This is an optimization exercise on Yosys and OpenROAD, whose aim is small area and a short achievable clock period, not a production implementation. At most, simulation tests tie the RTL to the original design; equivalence was not proved. For runs 1 and 2, only the layout was checked, not whether the RTL still works. Power is estimated from default activity; no workload was simulated.

### flow/design.v
`timescale 1ns/1ps
module register #(
    parameter NUM_STAGES = 2,
    parameter DATA_WIDTH = 2,
    parameter USE_RESET  = 1
)(
    input  wire                  CLK,
    input  wire                  RESET,
    input  wire [DATA_WIDTH-1:0] DIN,
    output wire [DATA_WIDTH-1:0] DOUT
);
genvar i;
generate
if (NUM_STAGES == 0)
begin : pass
    assign DOUT = DIN;
end
else
begin : stages
    reg [NUM_STAGES*DATA_WIDTH-1:0] din_delay;
    for (i=0; i<NUM_STAGES; i=i+1)
    begin : REGISTER_STAGES
        wire [DATA_WIDTH-1:0] prev;
        if (i == 0) begin : first
            assign prev = DIN;
        end else begin : rest
            assign prev = din_delay[(i-1)*DATA_WIDTH+:DATA_WIDTH];
        end
        always @(posedge CLK)
        begin
            if (USE_RESET && RESET)
                din_delay[i*DATA_WIDTH+:DATA_WIDTH] <= 0;
            else
                din_delay[i*DATA_WIDTH+:DATA_WIDTH] <= prev;
        end
    end
    assign DOUT = din_delay[(NUM_STAGES-1)*DATA_WIDTH+:DATA_WIDTH];
end
endgenerate
endmodule
`timescale 1ns/1ps
module macc (
  input  wire                 clk,
  input  wire                 reset,
  input  wire                 enable,
  input  wire                 clear,
  input  wire [ 2 : 0 ]       op_code,
  input  wire [ 15 : 0 ]      op_0,
  input  wire [ 15 : 0 ]      op_1,
  input  wire [ 15 : 0 ]      op_add,
  output wire [ 15 : 0 ]      out
);
  reg  [15:0] a1;
  reg  [7:0] neg1, one1, two1;
  reg  [15:0] add1;
  reg  [1:0] mode1;
  reg  en1, clr1;
  wire [15:0] b = op_code[0] ? op_0 : op_1;
  wire [16:0] bx = {b, 1'b0};
  wire [7:0] neg0, one0, two0;
  genvar g;
  generate for (g = 0; g < 8; g = g + 1) begin : booth
    assign neg0[g] = bx[2*g+2];
    assign one0[g] = bx[2*g+1] ^ bx[2*g];
    assign two0[g] = (bx[2*g+2] & ~bx[2*g+1] & ~bx[2*g]) | (~bx[2*g+2] & bx[2*g+1] & bx[2*g]);
  end endgenerate
  always @(posedge clk) begin
    a1    <= op_0;
    neg1  <= neg0;
    one1  <= one0;
    two1  <= two0;
    add1  <= (op_code[2:1] == 2'b10) ? op_add : 16'd0;
    mode1 <= op_code[2:1];
    en1   <= enable && !reset;
    clr1  <= clear;
  end
  wire pp0_0;
  wire pp0_1;
  wire pp0_2;
  wire pp0_3;
  wire pp0_4;
  wire pp0_5;
  wire pp0_6;
  wire pp0_7;
  wire pp0_8;
  wire pp0_9;
  wire pp0_10;
  wire pp0_11;
  wire pp0_12;
  wire pp0_13;
  wire pp0_14;
  wire pp0_15;
  wire pp1_0;
  wire pp1_1;
  wire pp1_2;
  wire pp1_3;
  wire pp1_4;
  wire pp1_5;
  wire pp1_6;
  wire pp1_7;
  wire pp1_8;
  wire pp1_9;
  wire pp1_10;
  wire pp1_11;
  wire pp1_12;
  wire pp1_13;
  wire pp2_0;
  wire pp2_1;
  wire pp2_2;
  wire pp2_3;
  wire pp2_4;
  wire pp2_5;
  wire pp2_6;
  wire pp2_7;
  wire pp2_8;
  wire pp2_9;
  wire pp2_10;
  wire pp2_11;
  wire pp3_0;
  wire pp3_1;
  wire pp3_2;
  wire pp3_3;
  wire pp3_4;
  wire pp3_5;
  wire pp3_6;
  wire pp3_7;
  wire pp3_8;
  wire pp3_9;
  wire pp4_0;
  wire pp4_1;
  wire pp4_2;
  wire pp4_3;
  wire pp4_4;
  wire pp4_5;
  wire pp4_6;
  wire pp4_7;
  wire pp5_0;
  wire pp5_1;
  wire pp5_2;
  wire pp5_3;
  wire pp5_4;
  wire pp5_5;
  wire pp6_0;
  wire pp6_1;
  wire pp6_2;
  wire pp6_3;
  wire pp7_0;
  wire pp7_1;
  wire t2s1;
  wire t2c2;
  wire t2s3;
  wire t2c4;
  wire t2s5;
  wire t2c6;
  wire t2s7;
  wire t2c8;
  wire t2s9;
  wire t2c10;
  wire t2s11;
  wire t2c12;
  wire t2s13;
  wire t2c14;
  wire t2s15;
  wire t2c16;
  wire t2s17;
  wire t2c18;
  wire t2s19;
  wire t2c20;
  wire t2s21;
  wire t2c22;
  wire t2s23;
  wire t2c24;
  wire t2s25;
  wire t2c26;
  wire t2s27;
  wire t2c28;
  wire t2s29;
  wire t2c30;
  wire t2s31;
  wire t2c32;
  wire t2s33;
  wire t2c34;
  wire t2s35;
  wire t2c36;
  wire t2s37;
  wire t2c38;
  wire t2s39;
  wire t2c40;
  wire t2s41;
  wire t2c42;
  wire t2s43;
  wire t2c44;
  wire t2s45;
  wire t2c46;
  wire t2s47;
  wire t2c48;
  wire t2s49;
  wire t2c50;
  wire t2s51;
  wire t2c52;
  wire t2s53;
  wire t2c54;
  wire t2s55;
  wire t2c56;
  wire t2s57;
  wire t2c58;
  wire t2s59;
  wire t2c60;
  wire t2s61;
  wire t2c62;
  wire t2s63;
  wire t2c64;
  wire t2s65;
  wire t2c66;
  wire t2s67;
  wire t2c68;
  wire t2s69;
  wire t2c70;
  wire t2s71;
  wire t2c72;
  wire t2s73;
  wire t2c74;
  wire t2s75;
  wire t2c76;
  wire t2s77;
  wire t2c78;
  wire t2s79;
  wire t2c80;
  wire t2s81;
  wire t2c82;
  wire t2s83;
  wire t2c84;
  wire t2s85;
  wire t2c86;
  wire t2s87;
  wire t2c88;
  wire t2s89;
  wire t2c90;
  wire t2s91;
  wire t2c92;
  wire t2s93;
  wire t2c94;
  wire t2s95;
  wire t2c96;
  wire t2s97;
  wire t2c98;
  wire t2x99;
  wire t2x100;
  wire t2x101;
  wire t2x102;
  wire t2x103;
  wire t2x104;
  wire t2x105;
  wire t2x106;
  wire t2x107;
  wire t2x108;
  wire t2x109;
  wire t2x110;
  wire t2x111;
  assign pp0_0 = (one1[0] & a1[0]) ^ neg1[0];
  assign pp0_1 = ((one1[0] & a1[1]) | (two1[0] & a1[0])) ^ neg1[0];
  assign pp0_2 = ((one1[0] & a1[2]) | (two1[0] & a1[1])) ^ neg1[0];
  assign pp0_3 = ((one1[0] & a1[3]) | (two1[0] & a1[2])) ^ neg1[0];
  assign pp0_4 = ((one1[0] & a1[4]) | (two1[0] & a1[3])) ^ neg1[0];
  assign pp0_5 = ((one1[0] & a1[5]) | (two1[0] & a1[4])) ^ neg1[0];
  assign pp0_6 = ((one1[0] & a1[6]) | (two1[0] & a1[5])) ^ neg1[0];
  assign pp0_7 = ((one1[0] & a1[7]) | (two1[0] & a1[6])) ^ neg1[0];
  assign pp0_8 = ((one1[0] & a1[8]) | (two1[0] & a1[7])) ^ neg1[0];
  assign pp0_9 = ((one1[0] & a1[9]) | (two1[0] & a1[8])) ^ neg1[0];
  assign pp0_10 = ((one1[0] & a1[10]) | (two1[0] & a1[9])) ^ neg1[0];
  assign pp0_11 = ((one1[0] & a1[11]) | (two1[0] & a1[10])) ^ neg1[0];
  assign pp0_12 = ((one1[0] & a1[12]) | (two1[0] & a1[11])) ^ neg1[0];
  assign pp0_13 = ((one1[0] & a1[13]) | (two1[0] & a1[12])) ^ neg1[0];
  assign pp0_14 = ((one1[0] & a1[14]) | (two1[0] & a1[13])) ^ neg1[0];
  assign pp0_15 = ((one1[0] & a1[15]) | (two1[0] & a1[14])) ^ neg1[0];
  assign pp1_0 = (one1[1] & a1[0]) ^ neg1[1];
  assign pp1_1 = ((one1[1] & a1[1]) | (two1[1] & a1[0])) ^ neg1[1];
  assign pp1_2 = ((one1[1] & a1[2]) | (two1[1] & a1[1])) ^ neg1[1];
  assign pp1_3 = ((one1[1] & a1[3]) | (two1[1] & a1[2])) ^ neg1[1];
  assign pp1_4 = ((one1[1] & a1[4]) | (two1[1] & a1[3])) ^ neg1[1];
  assign pp1_5 = ((one1[1] & a1[5]) | (two1[1] & a1[4])) ^ neg1[1];
  assign pp1_6 = ((one1[1] & a1[6]) | (two1[1] & a1[5])) ^ neg1[1];
  assign pp1_7 = ((one1[1] & a1[7]) | (two1[1] & a1[6])) ^ neg1[1];
  assign pp1_8 = ((one1[1] & a1[8]) | (two1[1] & a1[7])) ^ neg1[1];
  assign pp1_9 = ((one1[1] & a1[9]) | (two1[1] & a1[8])) ^ neg1[1];
  assign pp1_10 = ((one1[1] & a1[10]) | (two1[1] & a1[9])) ^ neg1[1];
  assign pp1_11 = ((one1[1] & a1[11]) | (two1[1] & a1[10])) ^ neg1[1];
  assign pp1_12 = ((one1[1] & a1[12]) | (two1[1] & a1[11])) ^ neg1[1];
  assign pp1_13 = ((one1[1] & a1[13]) | (two1[1] & a1[12])) ^ neg1[1];
  assign pp2_0 = (one1[2] & a1[0]) ^ neg1[2];
  assign pp2_1 = ((one1[2] & a1[1]) | (two1[2] & a1[0])) ^ neg1[2];
  assign pp2_2 = ((one1[2] & a1[2]) | (two1[2] & a1[1])) ^ neg1[2];
  assign pp2_3 = ((one1[2] & a1[3]) | (two1[2] & a1[2])) ^ neg1[2];
  assign pp2_4 = ((one1[2] & a1[4]) | (two1[2] & a1[3])) ^ neg1[2];
  assign pp2_5 = ((one1[2] & a1[5]) | (two1[2] & a1[4])) ^ neg1[2];
  assign pp2_6 = ((one1[2] & a1[6]) | (two1[2] & a1[5])) ^ neg1[2];
  assign pp2_7 = ((one1[2] & a1[7]) | (two1[2] & a1[6])) ^ neg1[2];
  assign pp2_8 = ((one1[2] & a1[8]) | (two1[2] & a1[7])) ^ neg1[2];
  assign pp2_9 = ((one1[2] & a1[9]) | (two1[2] & a1[8])) ^ neg1[2];
  assign pp2_10 = ((one1[2] & a1[10]) | (two1[2] & a1[9])) ^ neg1[2];
  assign pp2_11 = ((one1[2] & a1[11]) | (two1[2] & a1[10])) ^ neg1[2];
  assign pp3_0 = (one1[3] & a1[0]) ^ neg1[3];
  assign pp3_1 = ((one1[3] & a1[1]) | (two1[3] & a1[0])) ^ neg1[3];
  assign pp3_2 = ((one1[3] & a1[2]) | (two1[3] & a1[1])) ^ neg1[3];
  assign pp3_3 = ((one1[3] & a1[3]) | (two1[3] & a1[2])) ^ neg1[3];
  assign pp3_4 = ((one1[3] & a1[4]) | (two1[3] & a1[3])) ^ neg1[3];
  assign pp3_5 = ((one1[3] & a1[5]) | (two1[3] & a1[4])) ^ neg1[3];
  assign pp3_6 = ((one1[3] & a1[6]) | (two1[3] & a1[5])) ^ neg1[3];
  assign pp3_7 = ((one1[3] & a1[7]) | (two1[3] & a1[6])) ^ neg1[3];
  assign pp3_8 = ((one1[3] & a1[8]) | (two1[3] & a1[7])) ^ neg1[3];
  assign pp3_9 = ((one1[3] & a1[9]) | (two1[3] & a1[8])) ^ neg1[3];
  assign pp4_0 = (one1[4] & a1[0]) ^ neg1[4];
  assign pp4_1 = ((one1[4] & a1[1]) | (two1[4] & a1[0])) ^ neg1[4];
  assign pp4_2 = ((one1[4] & a1[2]) | (two1[4] & a1[1])) ^ neg1[4];
  assign pp4_3 = ((one1[4] & a1[3]) | (two1[4] & a1[2])) ^ neg1[4];
  assign pp4_4 = ((one1[4] & a1[4]) | (two1[4] & a1[3])) ^ neg1[4];
  assign pp4_5 = ((one1[4] & a1[5]) | (two1[4] & a1[4])) ^ neg1[4];
  assign pp4_6 = ((one1[4] & a1[6]) | (two1[4] & a1[5])) ^ neg1[4];
  assign pp4_7 = ((one1[4] & a1[7]) | (two1[4] & a1[6])) ^ neg1[4];
  assign pp5_0 = (one1[5] & a1[0]) ^ neg1[5];
  assign pp5_1 = ((one1[5] & a1[1]) | (two1[5] & a1[0])) ^ neg1[5];
  assign pp5_2 = ((one1[5] & a1[2]) | (two1[5] & a1[1])) ^ neg1[5];
  assign pp5_3 = ((one1[5] & a1[3]) | (two1[5] & a1[2])) ^ neg1[5];
  assign pp5_4 = ((one1[5] & a1[4]) | (two1[5] & a1[3])) ^ neg1[5];
  assign pp5_5 = ((one1[5] & a1[5]) | (two1[5] & a1[4])) ^ neg1[5];
  assign pp6_0 = (one1[6] & a1[0]) ^ neg1[6];
  assign pp6_1 = ((one1[6] & a1[1]) | (two1[6] & a1[0])) ^ neg1[6];
  assign pp6_2 = ((one1[6] & a1[2]) | (two1[6] & a1[1])) ^ neg1[6];
  assign pp6_3 = ((one1[6] & a1[3]) | (two1[6] & a1[2])) ^ neg1[6];
  assign pp7_0 = (one1[7] & a1[0]) ^ neg1[7];
  assign pp7_1 = ((one1[7] & a1[1]) | (two1[7] & a1[0])) ^ neg1[7];
  assign t2s1 = add1[2] ^ neg1[1];
  assign t2c2 = add1[2] & neg1[1];
  assign t2s3 = add1[3] ^ t2c2;
  assign t2c4 = add1[3] & t2c2;
  assign t2s5 = add1[4] ^ neg1[2] ^ t2c4;
  assign t2c6 = (add1[4] & neg1[2]) | (add1[4] & t2c4) | (neg1[2] & t2c4);
  assign t2s7 = pp0_4 ^ pp1_2;
  assign t2c8 = pp0_4 & pp1_2;
  assign t2s9 = add1[5] ^ pp0_5 ^ pp1_3;
  assign t2c10 = (add1[5] & pp0_5) | (add1[5] & pp1_3) | (pp0_5 & pp1_3);
  assign t2s11 = pp2_1 ^ t2c8;
  assign t2c12 = pp2_1 & t2c8;
  assign t2s13 = add1[6] ^ neg1[3] ^ pp0_6;
  assign t2c14 = (add1[6] & neg1[3]) | (add1[6] & pp0_6) | (neg1[3] & pp0_6);
  assign t2s15 = pp1_4 ^ pp2_2 ^ pp3_0;
  assign t2c16 = (pp1_4 & pp2_2) | (pp1_4 & pp3_0) | (pp2_2 & pp3_0);
  assign t2s17 = t2c12 ^ t2c10;
  assign t2c18 = t2c12 & t2c10;
  assign t2s19 = add1[7] ^ pp0_7 ^ pp1_5;
  assign t2c20 = (add1[7] & pp0_7) | (add1[7] & pp1_5) | (pp0_7 & pp1_5);
  assign t2s21 = pp2_3 ^ pp3_1 ^ t2c14;
  assign t2c22 = (pp2_3 & pp3_1) | (pp2_3 & t2c14) | (pp3_1 & t2c14);
  assign t2s23 = t2c16 ^ t2s19;
  assign t2c24 = t2c16 & t2s19;
  assign t2s25 = add1[8] ^ neg1[4] ^ pp0_8;
  assign t2c26 = (add1[8] & neg1[4]) | (add1[8] & pp0_8) | (neg1[4] & pp0_8);
  assign t2s27 = pp1_6 ^ pp2_4 ^ pp3_2;
  assign t2c28 = (pp1_6 & pp2_4) | (pp1_6 & pp3_2) | (pp2_4 & pp3_2);
  assign t2s29 = pp4_0 ^ t2c20 ^ t2s25;
  assign t2c30 = (pp4_0 & t2c20) | (pp4_0 & t2s25) | (t2c20 & t2s25);
  assign t2s31 = t2s27 ^ t2c24;
  assign t2c32 = t2s27 & t2c24;
  assign t2s33 = add1[9] ^ pp0_9 ^ pp1_7;
  assign t2c34 = (add1[9] & pp0_9) | (add1[9] & pp1_7) | (pp0_9 & pp1_7);
  assign t2s35 = pp2_5 ^ pp3_3 ^ pp4_1;
  assign t2c36 = (pp2_5 & pp3_3) | (pp2_5 & pp4_1) | (pp3_3 & pp4_1);
  assign t2s37 = t2c26 ^ t2c28 ^ t2s33;
  assign t2c38 = (t2c26 & t2c28) | (t2c26 & t2s33) | (t2c28 & t2s33);
  assign t2s39 = t2s35 ^ t2c32;
  assign t2c40 = t2s35 & t2c32;
  assign t2s41 = add1[10] ^ neg1[5] ^ pp0_10;
  assign t2c42 = (add1[10] & neg1[5]) | (add1[10] & pp0_10) | (neg1[5] & pp0_10);
  assign t2s43 = pp1_8 ^ pp2_6 ^ pp3_4;
  assign t2c44 = (pp1_8 & pp2_6) | (pp1_8 & pp3_4) | (pp2_6 & pp3_4);
  assign t2s45 = pp4_2 ^ pp5_0 ^ t2c34;
  assign t2c46 = (pp4_2 & pp5_0) | (pp4_2 & t2c34) | (pp5_0 & t2c34);
  assign t2s47 = t2c36 ^ t2s41 ^ t2s43;
  assign t2c48 = (t2c36 & t2s41) | (t2c36 & t2s43) | (t2s41 & t2s43);
  assign t2s49 = t2c38 ^ t2s45;
  assign t2c50 = t2c38 & t2s45;
  assign t2s51 = add1[11] ^ pp0_11 ^ pp1_9;
  assign t2c52 = (add1[11] & pp0_11) | (add1[11] & pp1_9) | (pp0_11 & pp1_9);
  assign t2s53 = pp2_7 ^ pp3_5 ^ pp4_3;
  assign t2c54 = (pp2_7 & pp3_5) | (pp2_7 & pp4_3) | (pp3_5 & pp4_3);
  assign t2s55 = pp5_1 ^ t2c42 ^ t2c44;
  assign t2c56 = (pp5_1 & t2c42) | (pp5_1 & t2c44) | (t2c42 & t2c44);
  assign t2s57 = t2s51 ^ t2s53 ^ t2c46;
  assign t2c58 = (t2s51 & t2s53) | (t2s51 & t2c46) | (t2s53 & t2c46);
  assign t2s59 = t2c48 ^ t2s55;
  assign t2c60 = t2c48 & t2s55;
  assign t2s61 = add1[12] ^ neg1[6] ^ pp0_12;
  assign t2c62 = (add1[12] & neg1[6]) | (add1[12] & pp0_12) | (neg1[6] & pp0_12);
  assign t2s63 = pp1_10 ^ pp2_8 ^ pp3_6;
  assign t2c64 = (pp1_10 & pp2_8) | (pp1_10 & pp3_6) | (pp2_8 & pp3_6);
  assign t2s65 = pp4_4 ^ pp5_2 ^ pp6_0;
  assign t2c66 = (pp4_4 & pp5_2) | (pp4_4 & pp6_0) | (pp5_2 & pp6_0);
  assign t2s67 = t2c52 ^ t2c54 ^ t2s61;
  assign t2c68 = (t2c52 & t2c54) | (t2c52 & t2s61) | (t2c54 & t2s61);
  assign t2s69 = t2s63 ^ t2s65 ^ t2c56;
  assign t2c70 = (t2s63 & t2s65) | (t2s63 & t2c56) | (t2s65 & t2c56);
  assign t2s71 = t2s67 ^ t2c60;
  assign t2c72 = t2s67 & t2c60;
  assign t2s73 = add1[13] ^ pp0_13 ^ pp1_11;
  assign t2c74 = (add1[13] & pp0_13) | (add1[13] & pp1_11) | (pp0_13 & pp1_11);
  assign t2s75 = pp2_9 ^ pp3_7 ^ pp4_5;
  assign t2c76 = (pp2_9 & pp3_7) | (pp2_9 & pp4_5) | (pp3_7 & pp4_5);
  assign t2s77 = pp5_3 ^ pp6_1 ^ t2c62;
  assign t2c78 = (pp5_3 & pp6_1) | (pp5_3 & t2c62) | (pp6_1 & t2c62);
  assign t2s79 = t2c64 ^ t2c66 ^ t2s73;
  assign t2c80 = (t2c64 & t2c66) | (t2c64 & t2s73) | (t2c66 & t2s73);
  assign t2s81 = t2s75 ^ t2c68 ^ t2s77;
  assign t2c82 = (t2s75 & t2c68) | (t2s75 & t2s77) | (t2c68 & t2s77);
  assign t2s83 = t2s79 ^ t2c70;
  assign t2c84 = t2s79 & t2c70;
  assign t2s85 = add1[14] ^ neg1[7] ^ pp0_14;
  assign t2c86 = (add1[14] & neg1[7]) | (add1[14] & pp0_14) | (neg1[7] & pp0_14);
  assign t2s87 = pp1_12 ^ pp2_10 ^ pp3_8;
  assign t2c88 = (pp1_12 & pp2_10) | (pp1_12 & pp3_8) | (pp2_10 & pp3_8);
  assign t2s89 = pp4_6 ^ pp5_4 ^ pp6_2;
  assign t2c90 = (pp4_6 & pp5_4) | (pp4_6 & pp6_2) | (pp5_4 & pp6_2);
  assign t2s91 = pp7_0 ^ t2c74 ^ t2c76;
  assign t2c92 = (pp7_0 & t2c74) | (pp7_0 & t2c76) | (t2c74 & t2c76);
  assign t2s93 = t2s85 ^ t2s87 ^ t2s89;
  assign t2c94 = (t2s85 & t2s87) | (t2s85 & t2s89) | (t2s87 & t2s89);
  assign t2s95 = t2c78 ^ t2c80 ^ t2s91;
  assign t2c96 = (t2c78 & t2c80) | (t2c78 & t2s91) | (t2c80 & t2s91);
  assign t2s97 = t2s93 ^ t2c82;
  assign t2c98 = t2s93 & t2c82;
  assign t2x99 = add1[15] ^ pp0_15;
  assign t2x100 = pp1_13 ^ pp2_11;
  assign t2x101 = pp3_9 ^ pp4_7;
  assign t2x102 = pp5_5 ^ pp6_3;
  assign t2x103 = pp7_1 ^ t2x100;
  assign t2x104 = t2x101 ^ t2x102;
  assign t2x105 = t2x99 ^ t2x103;
  assign t2x106 = t2x104 ^ t2c86;
  assign t2x107 = t2c88 ^ t2c90;
  assign t2x108 = t2x105 ^ t2x106;
  assign t2x109 = t2x107 ^ t2x108;
  assign t2x110 = t2c92 ^ t2c94;
  assign t2x111 = t2x109 ^ t2x110;
  reg  p2_0_0;
  reg  p2_0_1;
  reg  p2_0_2;
  reg  p2_1_0;
  reg  p2_1_1;
  reg  p2_2_0;
  reg  p2_2_1;
  reg  p2_2_2;
  reg  p2_3_0;
  reg  p2_3_1;
  reg  p2_3_2;
  reg  p2_4_0;
  reg  p2_4_1;
  reg  p2_4_2;
  reg  p2_5_0;
  reg  p2_5_1;
  reg  p2_5_2;
  reg  p2_6_0;
  reg  p2_6_1;
  reg  p2_6_2;
  reg  p2_7_0;
  reg  p2_7_1;
  reg  p2_7_2;
  reg  p2_8_0;
  reg  p2_8_1;
  reg  p2_8_2;
  reg  p2_9_0;
  reg  p2_9_1;
  reg  p2_9_2;
  reg  p2_10_0;
  reg  p2_10_1;
  reg  p2_10_2;
  reg  p2_11_0;
  reg  p2_11_1;
  reg  p2_11_2;
  reg  p2_12_0;
  reg  p2_12_1;
  reg  p2_12_2;
  reg  p2_13_0;
  reg  p2_13_1;
  reg  p2_13_2;
  reg  p2_14_0;
  reg  p2_14_1;
  reg  p2_14_2;
  reg  p2_15_0;
  reg  p2_15_1;
  reg  p2_15_2;
  reg  [1:0] mode2;
  reg  en2, clr2;
  always @(posedge clk) begin
    p2_0_0 <= add1[0];
    p2_0_1 <= neg1[0];
    p2_0_2 <= pp0_0;
    p2_1_0 <= add1[1];
    p2_1_1 <= pp0_1;
    p2_2_0 <= t2s1;
    p2_2_1 <= pp0_2;
    p2_2_2 <= pp1_0;
    p2_3_0 <= pp0_3;
    p2_3_1 <= pp1_1;
    p2_3_2 <= t2s3;
    p2_4_0 <= pp2_0;
    p2_4_1 <= t2s7;
    p2_4_2 <= t2s5;
    p2_5_0 <= t2c6;
    p2_5_1 <= t2s11;
    p2_5_2 <= t2s9;
    p2_6_0 <= t2s13;
    p2_6_1 <= t2s15;
    p2_6_2 <= t2s17;
    p2_7_0 <= t2c18;
    p2_7_1 <= t2s23;
    p2_7_2 <= t2s21;
    p2_8_0 <= t2c22;
    p2_8_1 <= t2s29;
    p2_8_2 <= t2s31;
    p2_9_0 <= t2c30;
    p2_9_1 <= t2s37;
    p2_9_2 <= t2s39;
    p2_10_0 <= t2s47;
    p2_10_1 <= t2c40;
    p2_10_2 <= t2s49;
    p2_11_0 <= t2c50;
    p2_11_1 <= t2s59;
    p2_11_2 <= t2s57;
    p2_12_0 <= t2c58;
    p2_12_1 <= t2s69;
    p2_12_2 <= t2s71;
    p2_13_0 <= t2c72;
    p2_13_1 <= t2s81;
    p2_13_2 <= t2s83;
    p2_14_0 <= t2s95;
    p2_14_1 <= t2c84;
    p2_14_2 <= t2s97;
    p2_15_0 <= t2x111;
    p2_15_1 <= t2c96;
    p2_15_2 <= t2c98;
    mode2 <= mode1;
    en2   <= en1;
    clr2  <= clr1;
  end
  reg  [15:0] accs, accc;
  wire [15:0] dadd_s = mode2[0] ? accs : 16'd0;
  wire [15:0] dadd_c = mode2[0] ? accc : 16'd0;
  wire t3s112;
  wire t3c113;
  wire t3s114;
  wire t3c115;
  wire t3s116;
  wire t3c117;
  wire t3s118;
  wire t3c119;
  wire t3s120;
  wire t3c121;
  wire t3s122;
  wire t3c123;
  wire t3s124;
  wire t3c125;
  wire t3s126;
  wire t3c127;
  wire t3s128;
  wire t3c129;
  wire t3s130;
  wire t3c131;
  wire t3s132;
  wire t3c133;
  wire t3s134;
  wire t3c135;
  wire t3s136;
  wire t3c137;
  wire t3s138;
  wire t3c139;
  wire t3s140;
  wire t3c141;
  wire t3s142;
  wire t3c143;
  wire t3s144;
  wire t3c145;
  wire t3s146;
  wire t3c147;
  wire t3s148;
  wire t3c149;
  wire t3s150;
  wire t3c151;
  wire t3s152;
  wire t3c153;
  wire t3s154;
  wire t3c155;
  wire t3s156;
  wire t3c157;
  wire t3s158;
  wire t3c159;
  wire t3s160;
  wire t3c161;
  wire t3s162;
  wire t3c163;
  wire t3s164;
  wire t3c165;
  wire t3s166;
  wire t3c167;
  wire t3s168;
  wire t3c169;
  wire t3s170;
  wire t3c171;
  wire t3s172;
  wire t3c173;
  wire t3s174;
  wire t3c175;
  wire t3s176;
  wire t3c177;
  wire t3s178;
  wire t3c179;
  wire t3s180;
  wire t3c181;
  wire t3s182;
  wire t3c183;
  wire t3s184;
  wire t3c185;
  wire t3s186;
  wire t3c187;
  wire t3s188;
  wire t3c189;
  wire t3s190;
  wire t3c191;
  wire t3s192;
  wire t3c193;
  wire t3s194;
  wire t3c195;
  wire t3s196;
  wire t3c197;
  wire t3x198;
  wire t3x199;
  wire t3x200;
  wire t3x201;
  wire t3x202;
  wire t3x203;
  assign t3s112 = p2_0_0 ^ p2_0_1 ^ p2_0_2;
  assign t3c113 = (p2_0_0 & p2_0_1) | (p2_0_0 & p2_0_2) | (p2_0_1 & p2_0_2);
  assign t3s114 = dadd_c[0] ^ dadd_s[0];
  assign t3c115 = dadd_c[0] & dadd_s[0];
  assign t3s116 = p2_1_0 ^ p2_1_1 ^ dadd_c[1];
  assign t3c117 = (p2_1_0 & p2_1_1) | (p2_1_0 & dadd_c[1]) | (p2_1_1 & dadd_c[1]);
  assign t3s118 = dadd_s[1] ^ t3c113 ^ t3c115;
  assign t3c119 = (dadd_s[1] & t3c113) | (dadd_s[1] & t3c115) | (t3c113 & t3c115);
  assign t3s120 = p2_2_0 ^ p2_2_1 ^ p2_2_2;
  assign t3c121 = (p2_2_0 & p2_2_1) | (p2_2_0 & p2_2_2) | (p2_2_1 & p2_2_2);
  assign t3s122 = dadd_c[2] ^ dadd_s[2] ^ t3s120;
  assign t3c123 = (dadd_c[2] & dadd_s[2]) | (dadd_c[2] & t3s120) | (dadd_s[2] & t3s120);
  assign t3s124 = t3c117 ^ t3c119;
  assign t3c125 = t3c117 & t3c119;
  assign t3s126 = p2_3_0 ^ p2_3_1 ^ p2_3_2;
  assign t3c127 = (p2_3_0 & p2_3_1) | (p2_3_0 & p2_3_2) | (p2_3_1 & p2_3_2);
  assign t3s128 = dadd_c[3] ^ dadd_s[3] ^ t3c121;
  assign t3c129 = (dadd_c[3] & dadd_s[3]) | (dadd_c[3] & t3c121) | (dadd_s[3] & t3c121);
  assign t3s130 = t3s126 ^ t3c123 ^ t3s128;
  assign t3c131 = (t3s126 & t3c123) | (t3s126 & t3s128) | (t3c123 & t3s128);
  assign t3s132 = p2_4_0 ^ p2_4_1 ^ p2_4_2;
  assign t3c133 = (p2_4_0 & p2_4_1) | (p2_4_0 & p2_4_2) | (p2_4_1 & p2_4_2);
  assign t3s134 = dadd_c[4] ^ dadd_s[4] ^ t3c127;
  assign t3c135 = (dadd_c[4] & dadd_s[4]) | (dadd_c[4] & t3c127) | (dadd_s[4] & t3c127);
  assign t3s136 = t3s132 ^ t3c129 ^ t3s134;
  assign t3c137 = (t3s132 & t3c129) | (t3s132 & t3s134) | (t3c129 & t3s134);
  assign t3s138 = p2_5_0 ^ p2_5_1 ^ p2_5_2;
  assign t3c139 = (p2_5_0 & p2_5_1) | (p2_5_0 & p2_5_2) | (p2_5_1 & p2_5_2);
  assign t3s140 = dadd_c[5] ^ dadd_s[5] ^ t3c133;
  assign t3c141 = (dadd_c[5] & dadd_s[5]) | (dadd_c[5] & t3c133) | (dadd_s[5] & t3c133);
  assign t3s142 = t3s138 ^ t3c135 ^ t3s140;
  assign t3c143 = (t3s138 & t3c135) | (t3s138 & t3s140) | (t3c135 & t3s140);
  assign t3s144 = p2_6_0 ^ p2_6_1 ^ p2_6_2;
  assign t3c145 = (p2_6_0 & p2_6_1) | (p2_6_0 & p2_6_2) | (p2_6_1 & p2_6_2);
  assign t3s146 = dadd_c[6] ^ dadd_s[6] ^ t3c139;
  assign t3c147 = (dadd_c[6] & dadd_s[6]) | (dadd_c[6] & t3c139) | (dadd_s[6] & t3c139);
  assign t3s148 = t3s144 ^ t3c141 ^ t3s146;
  assign t3c149 = (t3s144 & t3c141) | (t3s144 & t3s146) | (t3c141 & t3s146);
  assign t3s150 = p2_7_0 ^ p2_7_1 ^ p2_7_2;
  assign t3c151 = (p2_7_0 & p2_7_1) | (p2_7_0 & p2_7_2) | (p2_7_1 & p2_7_2);
  assign t3s152 = dadd_c[7] ^ dadd_s[7] ^ t3c145;
  assign t3c153 = (dadd_c[7] & dadd_s[7]) | (dadd_c[7] & t3c145) | (dadd_s[7] & t3c145);
  assign t3s154 = t3s150 ^ t3c147 ^ t3s152;
  assign t3c155 = (t3s150 & t3c147) | (t3s150 & t3s152) | (t3c147 & t3s152);
  assign t3s156 = p2_8_0 ^ p2_8_1 ^ p2_8_2;
  assign t3c157 = (p2_8_0 & p2_8_1) | (p2_8_0 & p2_8_2) | (p2_8_1 & p2_8_2);
  assign t3s158 = dadd_c[8] ^ dadd_s[8] ^ t3c151;
  assign t3c159 = (dadd_c[8] & dadd_s[8]) | (dadd_c[8] & t3c151) | (dadd_s[8] & t3c151);
  assign t3s160 = t3s156 ^ t3c153 ^ t3s158;
  assign t3c161 = (t3s156 & t3c153) | (t3s156 & t3s158) | (t3c153 & t3s158);
  assign t3s162 = p2_9_0 ^ p2_9_1 ^ p2_9_2;
  assign t3c163 = (p2_9_0 & p2_9_1) | (p2_9_0 & p2_9_2) | (p2_9_1 & p2_9_2);
  assign t3s164 = dadd_c[9] ^ dadd_s[9] ^ t3c157;
  assign t3c165 = (dadd_c[9] & dadd_s[9]) | (dadd_c[9] & t3c157) | (dadd_s[9] & t3c157);
  assign t3s166 = t3s162 ^ t3c159 ^ t3s164;
  assign t3c167 = (t3s162 & t3c159) | (t3s162 & t3s164) | (t3c159 & t3s164);
  assign t3s168 = p2_10_0 ^ p2_10_1 ^ p2_10_2;
  assign t3c169 = (p2_10_0 & p2_10_1) | (p2_10_0 & p2_10_2) | (p2_10_1 & p2_10_2);
  assign t3s170 = dadd_c[10] ^ dadd_s[10] ^ t3c163;
  assign t3c171 = (dadd_c[10] & dadd_s[10]) | (dadd_c[10] & t3c163) | (dadd_s[10] & t3c163);
  assign t3s172 = t3s168 ^ t3c165 ^ t3s170;
  assign t3c173 = (t3s168 & t3c165) | (t3s168 & t3s170) | (t3c165 & t3s170);
  assign t3s174 = p2_11_0 ^ p2_11_1 ^ p2_11_2;
  assign t3c175 = (p2_11_0 & p2_11_1) | (p2_11_0 & p2_11_2) | (p2_11_1 & p2_11_2);
  assign t3s176 = dadd_c[11] ^ dadd_s[11] ^ t3c169;
  assign t3c177 = (dadd_c[11] & dadd_s[11]) | (dadd_c[11] & t3c169) | (dadd_s[11] & t3c169);
  assign t3s178 = t3s174 ^ t3c171 ^ t3s176;
  assign t3c179 = (t3s174 & t3c171) | (t3s174 & t3s176) | (t3c171 & t3s176);
  assign t3s180 = p2_12_0 ^ p2_12_1 ^ p2_12_2;
  assign t3c181 = (p2_12_0 & p2_12_1) | (p2_12_0 & p2_12_2) | (p2_12_1 & p2_12_2);
  assign t3s182 = dadd_c[12] ^ dadd_s[12] ^ t3c175;
  assign t3c183 = (dadd_c[12] & dadd_s[12]) | (dadd_c[12] & t3c175) | (dadd_s[12] & t3c175);
  assign t3s184 = t3s180 ^ t3c177 ^ t3s182;
  assign t3c185 = (t3s180 & t3c177) | (t3s180 & t3s182) | (t3c177 & t3s182);
  assign t3s186 = p2_13_0 ^ p2_13_1 ^ p2_13_2;
  assign t3c187 = (p2_13_0 & p2_13_1) | (p2_13_0 & p2_13_2) | (p2_13_1 & p2_13_2);
  assign t3s188 = dadd_c[13] ^ dadd_s[13] ^ t3c181;
  assign t3c189 = (dadd_c[13] & dadd_s[13]) | (dadd_c[13] & t3c181) | (dadd_s[13] & t3c181);
  assign t3s190 = t3s186 ^ t3c183 ^ t3s188;
  assign t3c191 = (t3s186 & t3c183) | (t3s186 & t3s188) | (t3c183 & t3s188);
  assign t3s192 = p2_14_0 ^ p2_14_1 ^ p2_14_2;
  assign t3c193 = (p2_14_0 & p2_14_1) | (p2_14_0 & p2_14_2) | (p2_14_1 & p2_14_2);
  assign t3s194 = dadd_c[14] ^ dadd_s[14] ^ t3c187;
  assign t3c195 = (dadd_c[14] & dadd_s[14]) | (dadd_c[14] & t3c187) | (dadd_s[14] & t3c187);
  assign t3s196 = t3s192 ^ t3c189 ^ t3s194;
  assign t3c197 = (t3s192 & t3c189) | (t3s192 & t3s194) | (t3c189 & t3s194);
  assign t3x198 = p2_15_0 ^ p2_15_1;
  assign t3x199 = p2_15_2 ^ t3x198;
  assign t3x200 = dadd_c[15] ^ dadd_s[15];
  assign t3x201 = t3x199 ^ t3c193;
  assign t3x202 = t3x200 ^ t3x201;
  assign t3x203 = t3x202 ^ t3c195;
  wire [15:0] rx = {t3x203, t3c191, t3c185, t3c179, t3c173, t3c167, t3c161, t3c155, t3c149, t3c143, t3c137, t3c131, t3c125, t3s122, t3s116, t3s112};
  wire [15:0] ry = {t3c197, t3s196, t3s190, t3s184, t3s178, t3s172, t3s166, t3s160, t3s154, t3s148, t3s142, t3s136, t3s130, t3s124, t3s118, t3s114};
  always @(posedge clk) begin
    if (reset || clr2) begin
      accs <= 16'd0;
      accc <= 16'd0;
    end else if (en2) begin
      accs <= rx;
      accc <= ry;
    end
  end
  assign out = accs + accc;
endmodule
module ram
#(
  parameter integer DATA_WIDTH    = 16,
  parameter integer ADDR_WIDTH    = 5
)
(
  input  wire                         clk,
  input  wire                         reset,
  input  wire                         s_read_req,
  input  wire [ ADDR_WIDTH  -1 : 0 ]  s_read_addr,
  output reg  [ DATA_WIDTH  -1 : 0 ]  s_read_data,
  input  wire                         s_write_req,
  input  wire [ ADDR_WIDTH  -1 : 0 ]  s_write_addr,
  input  wire [ DATA_WIDTH  -1 : 0 ]  s_write_data
);
  reg  [ DATA_WIDTH -1 : 0 ] mem [ 0 : (1<<ADDR_WIDTH)-1 ];
  reg  [ ADDR_WIDTH -1 : 0 ] rd_addr;
  reg  [ ADDR_WIDTH -1 : 0 ] wr_addr;
  reg  [ DATA_WIDTH -1 : 0 ] wr_data;
  reg                        rd_addr_v;
  reg                        wr_addr_v;
  always @(posedge clk) begin
    rd_addr_v <= s_read_req && !reset;
    wr_addr_v <= s_write_req && !reset;
    rd_addr   <= s_read_addr;
    wr_addr   <= s_write_addr;
    wr_data   <= s_write_data;
  end
  always @(posedge clk)
    if (wr_addr_v)
      mem[wr_addr] <= wr_data;
  reg  [ DATA_WIDTH -1 : 0 ] rd_mux;
  integer k;
  always @(*) begin
    rd_mux = {DATA_WIDTH{1'b0}};
    for (k = 0; k < (1<<ADDR_WIDTH); k = k + 1)
      rd_mux = rd_mux | (mem[k] & {DATA_WIDTH{rd_addr == k}});
  end
  always @(posedge clk)
    if (reset)
      s_read_data <= 0;
    else if (rd_addr_v)
      s_read_data <= rd_mux;
endmodule
`timescale 1ns/1ps
module fifo
#(
    parameter   DATA_WIDTH          = 16,
    parameter   ADDR_WIDTH          = 4,
    parameter   RAM_DEPTH           = (1 << ADDR_WIDTH)
)(
    input  wire                         clk,
    input  wire                         reset,
    input  wire                         push,
    input  wire                         pop,
    input  wire [ DATA_WIDTH -1 : 0 ]   data_in,
    output reg  [ DATA_WIDTH -1 : 0 ]   data_out
);
reg     [ADDR_WIDTH  :0]        wr_pointer;
reg     [ADDR_WIDTH  :0]        rd_pointer;
reg     [DATA_WIDTH-1:0]        mem[0:RAM_DEPTH-1];
wire empty = (wr_pointer == rd_pointer);
wire full  = (wr_pointer == {~rd_pointer[ADDR_WIDTH], rd_pointer[ADDR_WIDTH-1:0]});
wire do_push = push && !full;
wire do_pop  = pop && !empty;
always @ (posedge clk)
begin
  if (reset)
    wr_pointer <= 0;
  else if (do_push)
    wr_pointer <= wr_pointer + 1;
end
always @ (posedge clk)
begin
  if (reset)
    rd_pointer <= 0;
  else if (do_pop)
    rd_pointer <= rd_pointer + 1;
end
always @ (posedge clk)
  if (do_push)
    mem[wr_pointer[ADDR_WIDTH-1:0]] <= data_in;
reg [DATA_WIDTH-1:0] rd_mux;
integer k;
always @(*) begin
  rd_mux = {DATA_WIDTH{1'b0}};
  for (k = 0; k < RAM_DEPTH; k = k + 1)
    rd_mux = rd_mux | (mem[k] & {DATA_WIDTH{rd_pointer[ADDR_WIDTH-1:0] == k}});
end
always @ (posedge clk)
  if (do_pop)
    data_out <= rd_mux;
endmodule
module activation #(
  parameter OP_WIDTH  = 16
) (
  input  wire                                         clk,
  input  wire                                         enable,
  input  wire        [ OP_WIDTH           -1 : 0 ]    in,
  output wire        [ OP_WIDTH           -1 : 0 ]    out
);
reg [OP_WIDTH-1:0] activation_data;
always @(posedge clk)
  if (enable)
    activation_data <= ($signed(in) > 0) ? in : {OP_WIDTH{1'b0}};
  else
    activation_data <= in;
assign out = activation_data;
endmodule
`timescale 1ns/1ps
module PE #(
  parameter integer PE_BUF_ADDR_WIDTH   = 5,
  parameter integer OP_WIDTH            = 16,
  parameter integer ACC_WIDTH           = 16,
  parameter         LAYER_NORM          = "NO"
)
(
  input  wire                                         clk,
  input  wire                                         reset,
  input  wire                                         mask,
  input  wire  [ 10+2*PE_BUF_ADDR_WIDTH -1 : 0 ]      ctrl,
  input  wire                                         src_2_sel,
  input  wire  [ OP_WIDTH             -1 : 0 ]        read_data_0,
  input  wire  [ OP_WIDTH             -1 : 0 ]        read_data_1,
  input  wire  [ OP_WIDTH             -1 : 0 ]        read_data_2,
  output wire  [ OP_WIDTH             -1 : 0 ]        lrn_center,
  output wire  [ OP_WIDTH             -1 : 0 ]        write_data,
  output wire  [ OP_WIDTH             -1 : 0 ]        pe_buffer_read_data,
  input  wire                                         pe_neuron_read_req,
  input  wire  [ OP_WIDTH             -1 : 0 ]        pe_neuron_write_data,
  input  wire                                         pe_neuron_write_req,
  input  wire  [ PE_BUF_ADDR_WIDTH    -1 : 0 ]        pe_neuron_write_addr,
  output wire                                         write_valid
);
  localparam integer OP_CODE_WIDTH  = 3;
  wire [ OP_WIDTH           -1 : 0 ]  pe_buffer_write_data;
  wire [ OP_WIDTH           -1 : 0 ]  pe_buffer_read_data_d;
  wire                                src_2_sel_dd;
  wire                                _pe_buffer_write_req;
  wire                                pe_buffer_write_req;
  wire                                pe_buffer_read_req;
  wire                                _pe_buffer_read_req;
  wire                                flush, flush_d;
  wire                                enable;
  wire [ OP_CODE_WIDTH      -1 : 0 ]  op_code;
  wire [ PE_BUF_ADDR_WIDTH  -1 : 0 ]  buf_rd_addr;
  wire [ PE_BUF_ADDR_WIDTH  -1 : 0 ]  _buf_wr_addr;
  wire [ PE_BUF_ADDR_WIDTH  -1 : 0 ]  buf_wr_addr;
  wire [ OP_WIDTH           -1 : 0 ]  conv_out;
  wire                                norm_fifo_push;
  wire                                norm_fifo_pop;
  wire [ OP_WIDTH           -1 : 0 ]  macc_out;
  assign {norm_fifo_push, norm_fifo_pop,
    buf_rd_addr, _buf_wr_addr,
    flush, write_valid, _pe_buffer_write_req, _pe_buffer_read_req, enable, op_code} = ctrl;
  assign pe_buffer_read_req  = _pe_buffer_read_req || pe_neuron_read_req;
  assign pe_buffer_write_req = _pe_buffer_write_req || pe_neuron_write_req;
  assign buf_wr_addr = pe_neuron_write_req ? pe_neuron_write_addr : _buf_wr_addr;
  wire [OP_WIDTH-1:0] macc_op_add = src_2_sel_dd == 0 ?
    read_data_2 : pe_buffer_read_data;
  assign conv_out = !flush_d ? macc_out : pe_buffer_read_data_d;
  register #(.NUM_STAGES(2), .DATA_WIDTH(1)) src_2_delay (
    .CLK(clk), .RESET(reset), .DIN(src_2_sel), .DOUT(src_2_sel_dd));
  register #(.NUM_STAGES(3), .DATA_WIDTH(1)) macc_en_delay (
    .CLK(clk), .RESET(reset), .DIN(flush), .DOUT(flush_d));
  register #(.NUM_STAGES(3), .DATA_WIDTH(OP_WIDTH), .USE_RESET(0)) fifo_out_delay (
    .CLK(clk), .RESET(reset), .DIN(pe_buffer_read_data), .DOUT(pe_buffer_read_data_d));
  macc MACC_pe (
    .clk      ( clk                 ),
    .reset    ( reset               ),
    .enable   ( enable && mask      ),
    .clear    ( !mask               ),
    .op_code  ( op_code             ),
    .op_0     ( read_data_0         ),
    .op_1     ( read_data_1         ),
    .op_add   ( macc_op_add         ),
    .out      ( macc_out            )
  );
  assign pe_buffer_write_data = pe_neuron_write_req ? pe_neuron_write_data : conv_out;
  ram #(
    .DATA_WIDTH               ( OP_WIDTH                 ),
    .ADDR_WIDTH               ( PE_BUF_ADDR_WIDTH        )
  ) pe_buffer (
    .clk                      ( clk                      ),
    .reset                    ( reset                    ),
    .s_write_req              ( pe_buffer_write_req      ),
    .s_write_data             ( pe_buffer_write_data     ),
    .s_write_addr             ( buf_wr_addr              ),
    .s_read_req               ( pe_buffer_read_req       ),
    .s_read_data              ( pe_buffer_read_data      ),
    .s_read_addr              ( buf_rd_addr              )
  );
  activation #(
    .OP_WIDTH                 ( OP_WIDTH                 )
  ) ReLU (
    .clk                      ( clk                      ),
    .enable                   ( 1'b0                     ),
    .in                       ( conv_out                 ),
    .out                      ( write_data               )
  );
  fifo #(
    .DATA_WIDTH               ( OP_WIDTH                 ),
    .ADDR_WIDTH               ( 4                        )
  ) norm_fifo (
    .clk                      ( clk                      ),
    .reset                    ( reset                    ),
    .push                     ( norm_fifo_push           ),
    .pop                      ( norm_fifo_pop            ),
    .data_in                  ( read_data_0              ),
    .data_out                 ( lrn_center               )
  );
endmodule
### flow/flow/run.sh
#!/bin/bash
set -e
export BUFFER_PORTS_ARGS="-buffer_cell sky130_fd_sc_hd__buf_1"
export CTS_ARGS="-sink_clustering_enable -repair_clock_nets -sink_clustering_size 28 -sink_clustering_max_diameter 80 -dont_use_dummy_load"
bash standard.sh > standard.log 2>&1
### flow/standard.sh
#!/bin/bash
# synth_recipe.tcl (not shown) runs the flow's synth.tcl, then flattens the netlist and writes it again
# the make line also repeats each setting of config.mk as NAME=value (left out here)
make -C /OpenROAD-flow-scripts/flow DESIGN_CONFIG=/design/flow/config.mk WORK_HOME=/design/flow/orfs CLKGATE_MAP_FILE= SYNTH_SCRIPT=/design/flow/synth_recipe.tcl "${@:-finish}"
### flow/config.mk
export PLATFORM = sky130hd
export DESIGN_NAME = PE
export DESIGN_NICKNAME = PE
export VERILOG_FILES = /design/flow/design.v
export SDC_FILE = /design/flow/constraint.sdc
export NUM_CORES = 4
export LEC_CHECK = 0
export ABC_CLOCK_PERIOD_IN_PS = 2800
export CAP_MARGIN = 20
export CORE_MARGIN = 2
export CORE_UTILIZATION = 60
export SETUP_SLACK_MARGIN = 3.9
export SLEW_MARGIN = 20
### flow/constraint.sdc
create_clock -name core_clock -period 6.5 [get_ports {clk}]
set_input_delay 1.3000 -clock core_clock [delete_from_list [all_inputs] [get_ports {clk}]]
set_output_delay 1.3000 -clock core_clock [all_outputs]
set_load 0.01 [all_outputs]
==> flow_summary_export.csv, run 1 <==
group,metric,value,unit
die,num_rows,95,
layout,n_fill_cell,4757,
sta,tns,0,ps
die,ios,144,
place,post-dp-hpwl,72800,um
power,sequentialPowerShare,0.609,
global_route,grt_use_met2,0.572,
sta,setup_violations,0,
synth,synth_flop_cell,"edfxtp_1",
sta,setup_slack,3870,ps
clocking,clk_path_buf_depth,3,
synth,async_reset_ff_frac,0,
global_route,grt_max_degree,37,
layout,area_growth_syn_to_layout,9.17,%
die,core,67300,sq um
synth,synth_cell_types,73,
critical_path,cp.arrival,2980,ps
layout,layout-drive-gt1-share,0.130,
critical_path,cpPeakStageDelay,470,ps
drt,drt_iter0_drc,3421,
global_route,grt_antenna_before_repair,8,
critical_path,rrSetupSlack,3870,ps
global_route,gr-total-overflow,0,
clocking,clk_pin_slew,100,ps
die,dieHeight,265,um
power,power_leakage,15.2,nW
power,pwr-share-comb,0.142,
synth,syn_area_per_cell,15.1,sq um
synth,synthesis.area,40900,sq um
sta,min_period,2630,ps
power,switching_share,0.258,
power,p_clk_frac,0.249,
sta,final_hold_viol_count,0,
critical_path,cp-start-kind,"flip-flop",
power,power_density,287,nW/um^2
worst_hold_path,whs_path_depth,0,
sta,finalCritPeriodShare,0.404,
place,dp_slack,3090,ps
global_route,grt_pass1_wl,170000,um
drt,drc,0,
critical_path,worstPathMaxFanout,36,
clocking,htreeDepth,2,
drt,wl_per_cell,32.4,um
power,intPower,9.52,mW
global_route,grt_usage,0.343,
synth,yosysWarnings,7,
flow_run,max_cap_violations,0,
critical_path,worstPathCellList,"clkbuf_8 -> nor2_1 -> and2_2 -> a222oi_1 -> nand3_1 -> a21oi_1 -> nand4_1",
critical_path,crit_cells,7,
global_route,met3_usage,0.0531,
clocking,clock_latency,650,ps
place,gp_congestion,0.889,
sta,grt_setup_unrepaired,"yes",
critical_path,crit_path_end_kind,"flip-flop",
sta,hold_slack,329,ps
die,start_util,0.608,
synth,yosysSeqAreaShare,0.705,
synth,syn_inst,2710,
global_route,busiest_layer,"met2",
synth,synth_nets,2921,
global_route,grt_pass1_vias,24046,
run_status,outcome,"timing/DRC/antenna clean",
drt,num_vias,24709,
global_route,grtUsageMet1,0.455,
critical_path,crit_path_top_delay_cell,"a222oi_1",
sta,drv_slew,0,
power,p_switching,3.31,mW
critical_path,worstRegToRegCells,7,
critical_path,path_class,"reg -> reg",
layout,multiInputGateArea,11300,sq um
layout,num-nets-final,3074,
layout,fin_util,0.664,
die,die_x,265,um
layout,seq_area,29000,sq um
synth,synth_edf_count,784,
drt,ant_nets,0,
sta,worst_pin_slew,1100,ps
sta,fmax,380,MHz
die,die-area,70300,sq um
critical_path,crit_required,6850,ps
sta,skew,81.3,ps
place,io_buffers,141,
clocking,cts_buffers,45,
power,peakVddDrop,0.294,mV
clocking,cts_tree,"built",
clocking,clock_sinks,1048,
drt,dr.pass1.iters,6,
synth,ys_seq_elements,1048,
drt,finalWirelength,121000,um
drt,viasPerCell,6.61,
critical_path,path_delay_family,"simple AND/OR/NAND/NOR gates",
critical_path,critPathBufInv,1,
worst_hold_path,holdCritPathClass,"reg -> reg",
clocking,root_buffer,"clkbuf_16",
sta,relSlewSlack,0.268,
cells by family after synthesis:
kind of cell	Yosys count	share of synthesized area
xor+xnor	119	0.0255
buf+inv	275	0.0301
fa+ha+maj	116	0.0498
simple gates	537	0.0685
mux	96	0.0243
flops	1048	0.705
compound gates	519	0.0967
power by group through the flow:
stage / Sequential (mW) / Combinational [mW] / Clock, mW
after global routing: 7.84 / 2.05 / 3.41
after floorplan: 7.83 / 1.19 / 0
after CTS: 7.82 / 1.80 / 3.20
after global placement: 7.96 / 1.71 / 0
after detailed placement: 7.97 / 1.75 / 0
final: 7.81 / 1.82 / 3.20
path summary, 6_finish.rpt:
kind,from,endpoint
setup / recovery,norm_fifo.rd_pointer[2],norm_fifo.data_out[15]
hold / removal,fifo_out_delay.stages.din_delay[26],fifo_out_delay.stages.din_delay[42]
setup reg to reg,norm_fifo.rd_pointer[2],norm_fifo.data_out[15]
hold reg to reg,fifo_out_delay.stages.din_delay[26],fifo_out_delay.stages.din_delay[42]
layer usage:
layer,vias up,part of all wire
met5,-,0.00030
met4,6,0.048
met3,291,0.094
met2,1523,0.49
met1,12448,0.37
li1,10441,-
through the flow:
step / cells / total power [mW] / area, sq um
detailed placement: 3635 / 9.72 / 42400
global placement: 3635 / 9.67 / 42400
CTS: 3706 / 12.8 / 44100
finish: 3736 / 12.8 / 44600
floorplan: 2710 / 9.02 / 41000
global route: 3735 / 13.3 / 44600
what timing repair did:
| action | CTS | global route |
|---|---|---|
| endpoints found under the setup margin | 291 | 190 |
| hold endpoints to repair | 0 | 0 |
| hold buffers | 0 | 0 |
| gates resized for setup | 98 | 54 |
| buffers inserted | 26 | 28 |
| pin swaps | 6 | 12 |
layout by cell type, fill, tap and decap left out, types with 45 or more instances in the layout:
cell type and instances:
clkbuf_16 45, nand2_1 145, mux2i_1 70, edfxtp_1 784, dfxtp_1 209, buf_1 136
buf_4 73, fa_1 77, xnor2_1 78, nand4_1 49, nor2_1 103, a22oi_1 323
nor2_4 46, inv_1 138
flip-flops by register name, indices dropped and copies added (netlist names), 8 cells and up:
name,cells
norm_fifo.data_out,16
fifo_out_delay.stages.din_delay,48
MACC_pe.one1,8
MACC_pe.two1,8
pe_buffer.mem,512
MACC_pe.accc,16
MACC_pe.a1,16
MACC_pe.accs,16
ReLU.activation_data,16
norm_fifo.mem,256
MACC_pe.neg1,8
pe_buffer.s_read_data,16
pe_buffer.wr_data,16
MACC_pe.add1,16
area by class of cell:
class / instances / share of cell area
flip-flops and latches: 1048 / 0.649
multi-input cells: 1387 / 0.254
repair buffers: 241 / 0.0357
clock buffers: 45 / 0.0252
well taps: 873 / 0.0245
inverters: 140 / 0.0118
diodes: 2 / 0.000112
synthesized netlist by cell type, types with 7 or more instances:
cell type	count	share of area
xor2_1	39	0.0084
edfxtp_1	784	0.58
nor2_4	11	0.0030
a21oi_1	27	0.0033
a221oi_1	17	0.0036
nor2_1	146	0.013
o21ai_0	24	0.0029
nand2_1	148	0.014
nand3_1	29	0.0035
a211oi_1	13	0.0024
nor2b_1	15	0.0023
buf_2	27	0.0033
fa_1	78	0.038
and2_1	15	0.0023
a222oi_1	25	0.0061
a22o_1	24	0.0051
inv_1	138	0.013
nand2b_1	10	0.0015
ha_1	38	0.012
mux2i_1	70	0.017
a311oi_1	8	0.0017
buf_4	9	0.0017
xnor2_1	80	0.017
dfxtp_1	264	0.13
a22oi_1	330	0.061
nand4_1	49	0.0075
nor2_2	13	0.0020
a2111oi_0	9	0.0019
nor2_8	7	0.0034
nand3b_1	8	0.0015
mux2_2	26	0.0072
nor4_1	10	0.0015
and3_1	20	0.0031
nor3_1	29	0.0035
clkbuf_1	76	0.0070
buf_6	16	0.0044
==> run 2: changes to the inputs <==
==> flow/run.sh (new file) <==
#!/bin/bash
# synth_recipe.tcl (not shown) runs the flow's synth.tcl, then flattens the netlist and writes it again
# the make line also repeats each setting of config.mk as NAME=value (left out here)
make -C /OpenROAD-flow-scripts/flow DESIGN_CONFIG=/design/flow/config.mk WORK_HOME=/design/flow/orfs CLKGATE_MAP_FILE= SYNTH_SCRIPT=/design/flow/synth_recipe.tcl finish
--- a/flow/config.mk
+++ b/flow/config.mk
@@ -9,5 +9,7 @@
 export CAP_MARGIN = 20
 export CORE_MARGIN = 2
 export CORE_UTILIZATION = 60
+export CTS_CLUSTER_DIAMETER = 80
+export CTS_CLUSTER_SIZE = 28
 export SETUP_SLACK_MARGIN = 3.9
 export SLEW_MARGIN = 20
removed: flow/flow/run.sh
removed: flow/standard.sh
==> run 2 against run 1 <==
Net effect:
- clock skew shrank 50 ps
- routed wire length shrank 0.96%
- clock power grew 11%
- critical path type is now in -> out
- setup slack gained 28 ps
- sequential power is essentially flat
- synthesized cell count is the same
- first-iteration DRC count shrank 3.5%
- total power grew 3.1%
- global-route usage shrank 0.31 points
- largest cell class unchanged
- register-to-register slack gained 30 ps
- still clean on timing, DRC and antenna
==> flow_summary_export.csv, run 2 <==
group,metric,value,unit
drt,dr_wl_met2,58100,um
clocking,ctsHoldBuffers,0,
synth,synthXorXnorAreaFrac,0.0255,
sta,setup_violations,0,
critical_path,cp.arrival,1300,ps
global_route,gr-total-overflow,0,
critical_path,path_class,"in -> out",
power,p_switching,3.41,mW
synth,synth_edf_count,784,
clocking,htreeDepth,2,
drt,dr_wl_met3,11300,um
die,die_x,265,um
clocking,clock_sinks,1048,
synth,yosysSeqAreaShare,0.705,
critical_path,cp-start-kind,"primary input",
drt,top_layer_used,"met5",
synth,synth_top_family_by_area,"compound AO/OA/AOI/OAI gates",
power,intPower,9.81,mW
clocking,root_buffer,"clkbuf_16",
layout,mostFrequentLayoutCells,"784 x edfxtp_1, 321 x a22oi_1, 201 x dfxtp_1",
synth,yosysMostFrequentCell,"edfxtp_1",
power,switching_share,0.258,
die,die-area,70300,sq um
die,dieHeight,265,um
drt,wl_per_cell,31.7,um
flow_run,max_cap_violations,0,
power,peakVddDrop,0.252,mV
sta,finalCritPeriodShare,0.400,
die,num_rows,95,
layout,largest-register,"pe_buffer.mem",
synth,ys_seq_elements,1048,
drt,drt_iter0_drc,3301,
place,post-dp-hpwl,70900,um
place,io_buffers,141,
drt,dr.pass1.iters,6,
synth,syn_inst,2710,
synth,async_reset_ff_frac,0,
layout,n_fill_cell,4631,
global_route,grt_max_degree,40,
sta,min_period,2600,ps
global_route,grt_usage,0.340,
die,core,67300,sq um
drt,drc,0,
die,start_util,0.608,
synth,synth_mux_area_frac,0.0243,
layout,largest_register_ffs,512,
clocking,cts_tree,"built",
sta,grt_setup_unrepaired,"yes",
run_status,outcome,"timing/DRC/antenna clean",
synth,synth_cell_types,73,
sta,worst_pin_slew,1130,ps
synth,yosys.area_share.simple,0.0685,
power,pwr-share-comb,0.141,
synth,syn_area_per_cell,15.1,sq um
critical_path,crit_path_end_kind,"primary output",
synth,synth_top_area_cell,"edfxtp_1",
synth,synth_fa_ha_area_frac,0.0498,
sta,fmax,385,MHz
sta,final_hold_viol_count,0,
place,gp_congestion,0.912,
power,power_density,290,nW/um^2
synth,synth_nets,2921,
layout,layout_commonest_cell,"edfxtp_1",
clocking,clock_latency,650,ps
sta,tns,0,ps
synth,yosys-top-cells-area,"edfxtp_1 58%, dfxtp_1 13%, a22oi_1 6.1%",
power,sequentialPowerShare,0.590,
global_route,grt_pass1_wl,170000,um
clocking,clk_path_buf_depth,3,
power,power_leakage,15.8,nW
drt,met1_length,45100,um
layout,top_regs,"pe_buffer.mem x512, norm_fifo.mem x256, fifo_out_delay.stages.din_delay x48",
worst_hold_path,holdCritPathClass,"reg -> reg",
power,total_power,13.2,mW
clocking,clk_pin_slew,110,ps
drt,ant_nets,0,
sta,drv_slew,0,
clocking,cts_buffers,45,
synth,synth_top_cells_by_count,"784 x edfxtp_1, 330 x a22oi_1, 264 x dfxtp_1",
synth,yosysWarnings,7,
layout,layout-drive-gt1-share,0.143,
critical_path,worstPathMaxFanout,1,
synth,synth_flop_cell,"edfxtp_1",
drt,num_vias,24675,
drt,finalWirelength,120000,um
global_route,grt_pass1_vias,23865,
drt,viasPerCell,6.53,
sta,skew,30.9,ps
layout,area_growth_syn_to_layout,11.7,%
layout,num-nets-final,3079,
sta,relSlewSlack,0.245,
global_route,grt_antenna_before_repair,5,
die,ios,144,
power,p_clk_frac,0.269,
critical_path,crit_required,5200,ps
synth,synthesis.area,40900,sq um
synth,yosysTopAreaCellShare,0.576,
synth,synth_compound_area_frac,0.0967,
run 2: worst paths after layout:
check,slack [ps],from,cells past startpoint,endpoint
worst max-delay path,3900,ctrl[6],0,write_valid
worst min-delay path,330,fifo_out_delay.stages.din_delay[16],0,fifo_out_delay.stages.din_delay[32]
worst max register to register,3900,MACC_pe.one1[0],10,MACC_pe.p2_15_0
worst min register to register,330,fifo_out_delay.stages.din_delay[16],0,fifo_out_delay.stages.din_delay[32]
run 2: layer usage:
layer  up-vias  track usage
li1      10489            -
met1     12430        0.457
met2      1451        0.565
met3       299       0.0549
met4         6        0.128
met5         -            0
run 2: cell type report:
class | instances | area [sq um] | area share
Sequential cell | 1048 | 29000 | 0.635
Timing Repair Buffer | 246 | 2310 | 0.0507
Clock buffer | 68 | 1210 | 0.0265
Tap cell | 873 | 1090 | 0.0239
Multi-Input combinational cell | 1387 | 11300 | 0.247
Clock inverter | 15 | 224 | 0.00490
Antenna cell | 4 | 10.0 | 0.000219
Inverter | 140 | 527 | 0.0115
run 2: per-stage QoR:
step / hold WS, ps / cells / utilization / setup slack, ps / instance area (sq um)
5_1_grt: 341 / 3778 / 0.679 / 3780 / 45700
3_5_place_dp: 312 / 3640 / 0.643 / 2900 / 43300
4_1_cts: 335 / 3755 / 0.672 / 3600 / 45200
3_3_place_gp: 310 / 3640 / 0.643 / 2950 / 43300
6_report: 334 / 3781 / 0.679 / 3900 / 45700
2_1_floorplan: 310 / 2710 / - / 3660 / 41000
run 2: what timing repair did:
item                                    in CTS  in global routing
resized for setup                          202                 74
setup buffers                               32                 22
hold endpoints to repair                     0                  0
pin swaps                                    9                 15
cloned                                       0                  0
endpoints found under the setup margin     239                101
run 2: logic make-up after synthesis:
kind of cell	after synthesis
compound gates	519
flops	1048
fa+ha+maj	116
xor+xnor	119
buf+inv	275
simple gates	537
mux	96
run 2: power by group through the flow:
stage,Sequential [mW],Clock (mW),Combinational [mW]
finish,7.80,3.56,1.87
CTS,7.81,3.57,1.85
floorplan,7.83,0,1.19
global placement,7.95,0,1.77
detailed placement,7.96,0,1.81
global route,7.84,3.79,2.10
==> run 3: changes to the inputs <==
--- a/flow/design.v
+++ b/flow/design.v
@@ -843,9 +843,10 @@
   output wire        [ OP_WIDTH           -1 : 0 ]    out
 );
 reg [OP_WIDTH-1:0] activation_data;
+wire signed [OP_WIDTH-1:0] in_s = in;
 always @(posedge clk)
   if (enable)
-    activation_data <= ($signed(in) > 0) ? in : {OP_WIDTH{1'b0}};
+    activation_data <= (in_s > 0) ? in : {OP_WIDTH{1'b0}};
   else
     activation_data <= in;
 assign out = activation_data;
==> run 3 against run 2 <==
Net effect:
- synthesized cell count is the same
- sequential power is essentially flat
- setup slack is the same
- sequential cell count is the same
- first-iteration DRC count is the same
- critical endpoint unchanged
- sequential share of layout area is the same
- utilization is the same
- combinational power is essentially flat
==> flow_summary_export.csv, run 3 <==
group,metric,value,unit
drt,finalWirelength,120000,um
global_route,grt_pass1_vias,23865,
synth,yosys-top-cells-area,"edfxtp_1 58%, dfxtp_1 13%, a22oi_1 6.1%",
critical_path,cp.arrival,1300,ps
critical_path,rrSetupSlack,3900,ps
synth,synth_cell_types,73,
power,p_switching,3.41,mW
power,sequentialPowerShare,0.590,
sta,grt_setup_unrepaired,"yes",
die,start_util,0.608,
power,power_leakage,15.8,nW
synth,syn_area_per_cell,15.1,sq um
layout,layout-drive-gt1-share,0.143,
power,intPower,9.81,mW
drt,drc,0,
critical_path,worstPathMaxFanout,1,
layout,stdcell_count,3781,
critical_path,cp-start-kind,"primary input",
place,post-dp-hpwl,70900,um
synth,synth_edf_count,784,
die,ios,144,
power,p_clk_frac,0.269,
synth,yosysTopAreaCellShare,0.576,
synth,synthesis.area,40900,sq um
flow_run,max_cap_violations,0,
synth,ys_seq_elements,1048,
sta,hold_slack,334,ps
drt,drt_iter0_drc,3301,
synth,syn_inst,2710,
run_status,outcome,"timing/DRC/antenna clean",
die,dieHeight,265,um
clocking,clock_sinks,1048,
clocking,clock_latency,650,ps
layout,largest_register_ffs,512,
drt,viasPerCell,6.53,
critical_path,crit_cells,0,
layout,mostFrequentLayoutCells,"784 x edfxtp_1, 321 x a22oi_1, 201 x dfxtp_1",
sta,final_hold_viol_count,0,
sta,drv_slew,0,
critical_path,path_class,"in -> out",
clocking,clk_path_buf_depth,3,
drt,num_vias,24675,
critical_path,cp-startpoint,"ctrl[6]",
sta,skew,30.9,ps
critical_path,crit_required,5200,ps
synth,yosysSeqAreaShare,0.705,
power,switching_share,0.258,
layout,top_regs,"pe_buffer.mem x512, norm_fifo.mem x256, fifo_out_delay.stages.din_delay x48",
critical_path,worstRegToRegCells,10,
layout,layout_commonest_cell,"edfxtp_1",
die,num_rows,95,
power,pwr-share-comb,0.141,
drt,dr.pass1.iters,6,
drt,ant_nets,0,
worst_hold_path,holdCritPathClass,"reg -> reg",
global_route,gr-total-overflow,0,
clocking,cts_buffers,45,
sta,setup_violations,0,
synth,synth_top_cells_by_count,"784 x edfxtp_1, 330 x a22oi_1, 264 x dfxtp_1",
synth,synth_top_area_cell,"edfxtp_1",
layout,num-nets-final,3079,
global_route,grt_antenna_before_repair,5,
layout,largest-register,"pe_buffer.mem",
critical_path,regToRegStartpoint,"MACC_pe.one1[0]",
synth,async_reset_ff_frac,0,
clocking,cts_tree,"built",
power,total_power,13.2,mW
sta,fmax,385,MHz
clocking,root_buffer,"clkbuf_16",
sta,worst_pin_slew,1130,ps
clocking,htreeDepth,2,
place,io_buffers,141,
critical_path,timing.rr.end,"MACC_pe.p2_15_0",
critical_path,critPathCapture,"write_valid",
drt,wl_per_cell,31.7,um
sta,finalCritPeriodShare,0.400,
die,core,67300,sq um
global_route,grt_pass1_wl,170000,um
die,die-area,70300,sq um
synth,synth_nets,2921,
worst_hold_path,worstHoldStart,"fifo_out_delay.stages.din_delay[16]",
power,power_density,290,nW/um^2
sta,min_period,2600,ps
synth,yosysWarnings,7,
layout,area_growth_syn_to_layout,11.7,%
place,dp_cells,3640,
global_route,grt_usage,0.340,
synth,synth_flop_cell,"edfxtp_1",
clocking,ctsHoldBuffers,0,
die,die_x,265,um
sta,tns,0,ps
clocking,clk_pin_slew,110,ps
place,gp_congestion,0.912,
sta,relSlewSlack,0.245,
critical_path,crit_path_end_kind,"primary output",
power,peakVddDrop,0.252,mV
global_route,grt_max_degree,40,
synth,yosysMostFrequentCell,"edfxtp_1",
==> run 3: what timing repair did <==
action	4_1_cts	5_1_grt
endpoints found under the setup margin	239	101
setup buffers	32	22
pin swaps	9	15
resized for setup	202	74
==> run 3: cell families (layout without fill, tap and decap cells) <==
kind of cell | Yosys count | after routing | synth area share
DFF | 1048 | 1048 | 0.705
and+or+nand+nor | 537 | 537 | 0.0685
AOI/OAI and AO/OA | 519 | 519 | 0.0967
buffers and inverters | 275 | 469 | 0.0301
xor gates and xnor gates | 119 | 119 | 0.0255
adders and majority gates | 116 | 116 | 0.0498
muxes | 96 | 96 | 0.0243
other | 0 | 4 | 0
==> run 3: stage by stage <==
step | utilization | cell area, sq um | setup WS, ps
final | 0.679 | 45700 | 3900
after global routing | 0.679 | 45700 | 3780
after CTS | 0.672 | 45200 | 3600
after detailed placement | 0.643 | 43300 | 2900
after global placement | 0.643 | 43300 | 2950
after floorplan | - | 41000 | 3660
==> run 3: how the worst min path moves through the flow <==
stage | end | slack, ps | cells after the start
finish | fifo_out_delay.stages.din_delay[32] | 330 | 0
global route | fifo_out_delay.stages.din_delay[42] | 340 | 0
CTS | fifo_out_delay.stages.din_delay[17] | 330 | 0
detailed placement | fifo_out_delay.stages.din_delay[43] | 310 | 0
global placement | fifo_out_delay.stages.din_delay[40] | 310 | 0
floorplan | MACC_pe.clr2 | 310 | 0
==> run 3: cell type report <==
cell class | count | area, sq um
Sequential cell | 1048 | 29000
Antenna cell | 4 | 10.0
Fill cell | 4631 | 21600
Timing Repair Buffer | 246 | 2310
Clock buffer | 68 | 1210
Clock inverter | 15 | 224
Tap cell | 873 | 1090
Multi-Input combinational cell | 1387 | 11300
Inverter | 140 | 527
==> run 3: power groups by stage <==
stage | clock [mW] | combinational (mW) | sequential (mW)
2_1_floorplan | 0 | 1.19 | 7.83
3_3_place_gp | 0 | 1.77 | 7.95
3_5_place_dp | 0 | 1.81 | 7.96
4_1_cts | 3.57 | 1.85 | 7.81
5_1_grt | 3.79 | 2.10 | 7.84
6_report | 3.56 | 1.87 | 7.80
==> run 3: layer usage <==
metal / vias up / track usage / wire length, um
li1: 10489 / - / -
met1: 12430 / 0.457 / 45100
met2: 1451 / 0.565 / 58100
met3: 299 / 0.0549 / 11300
met4: 6 / 0.128 / 5150
met5: - / 0 / 40

Setup slack of run 3, layout unchanged: 3.900 ns with ideal ports, 3.851 ns with driving cells assumed (clock clkbuf_16, inputs buf_2), 3.275 ns with port delays also shifted by the 0.700 ns mid clock arrival.
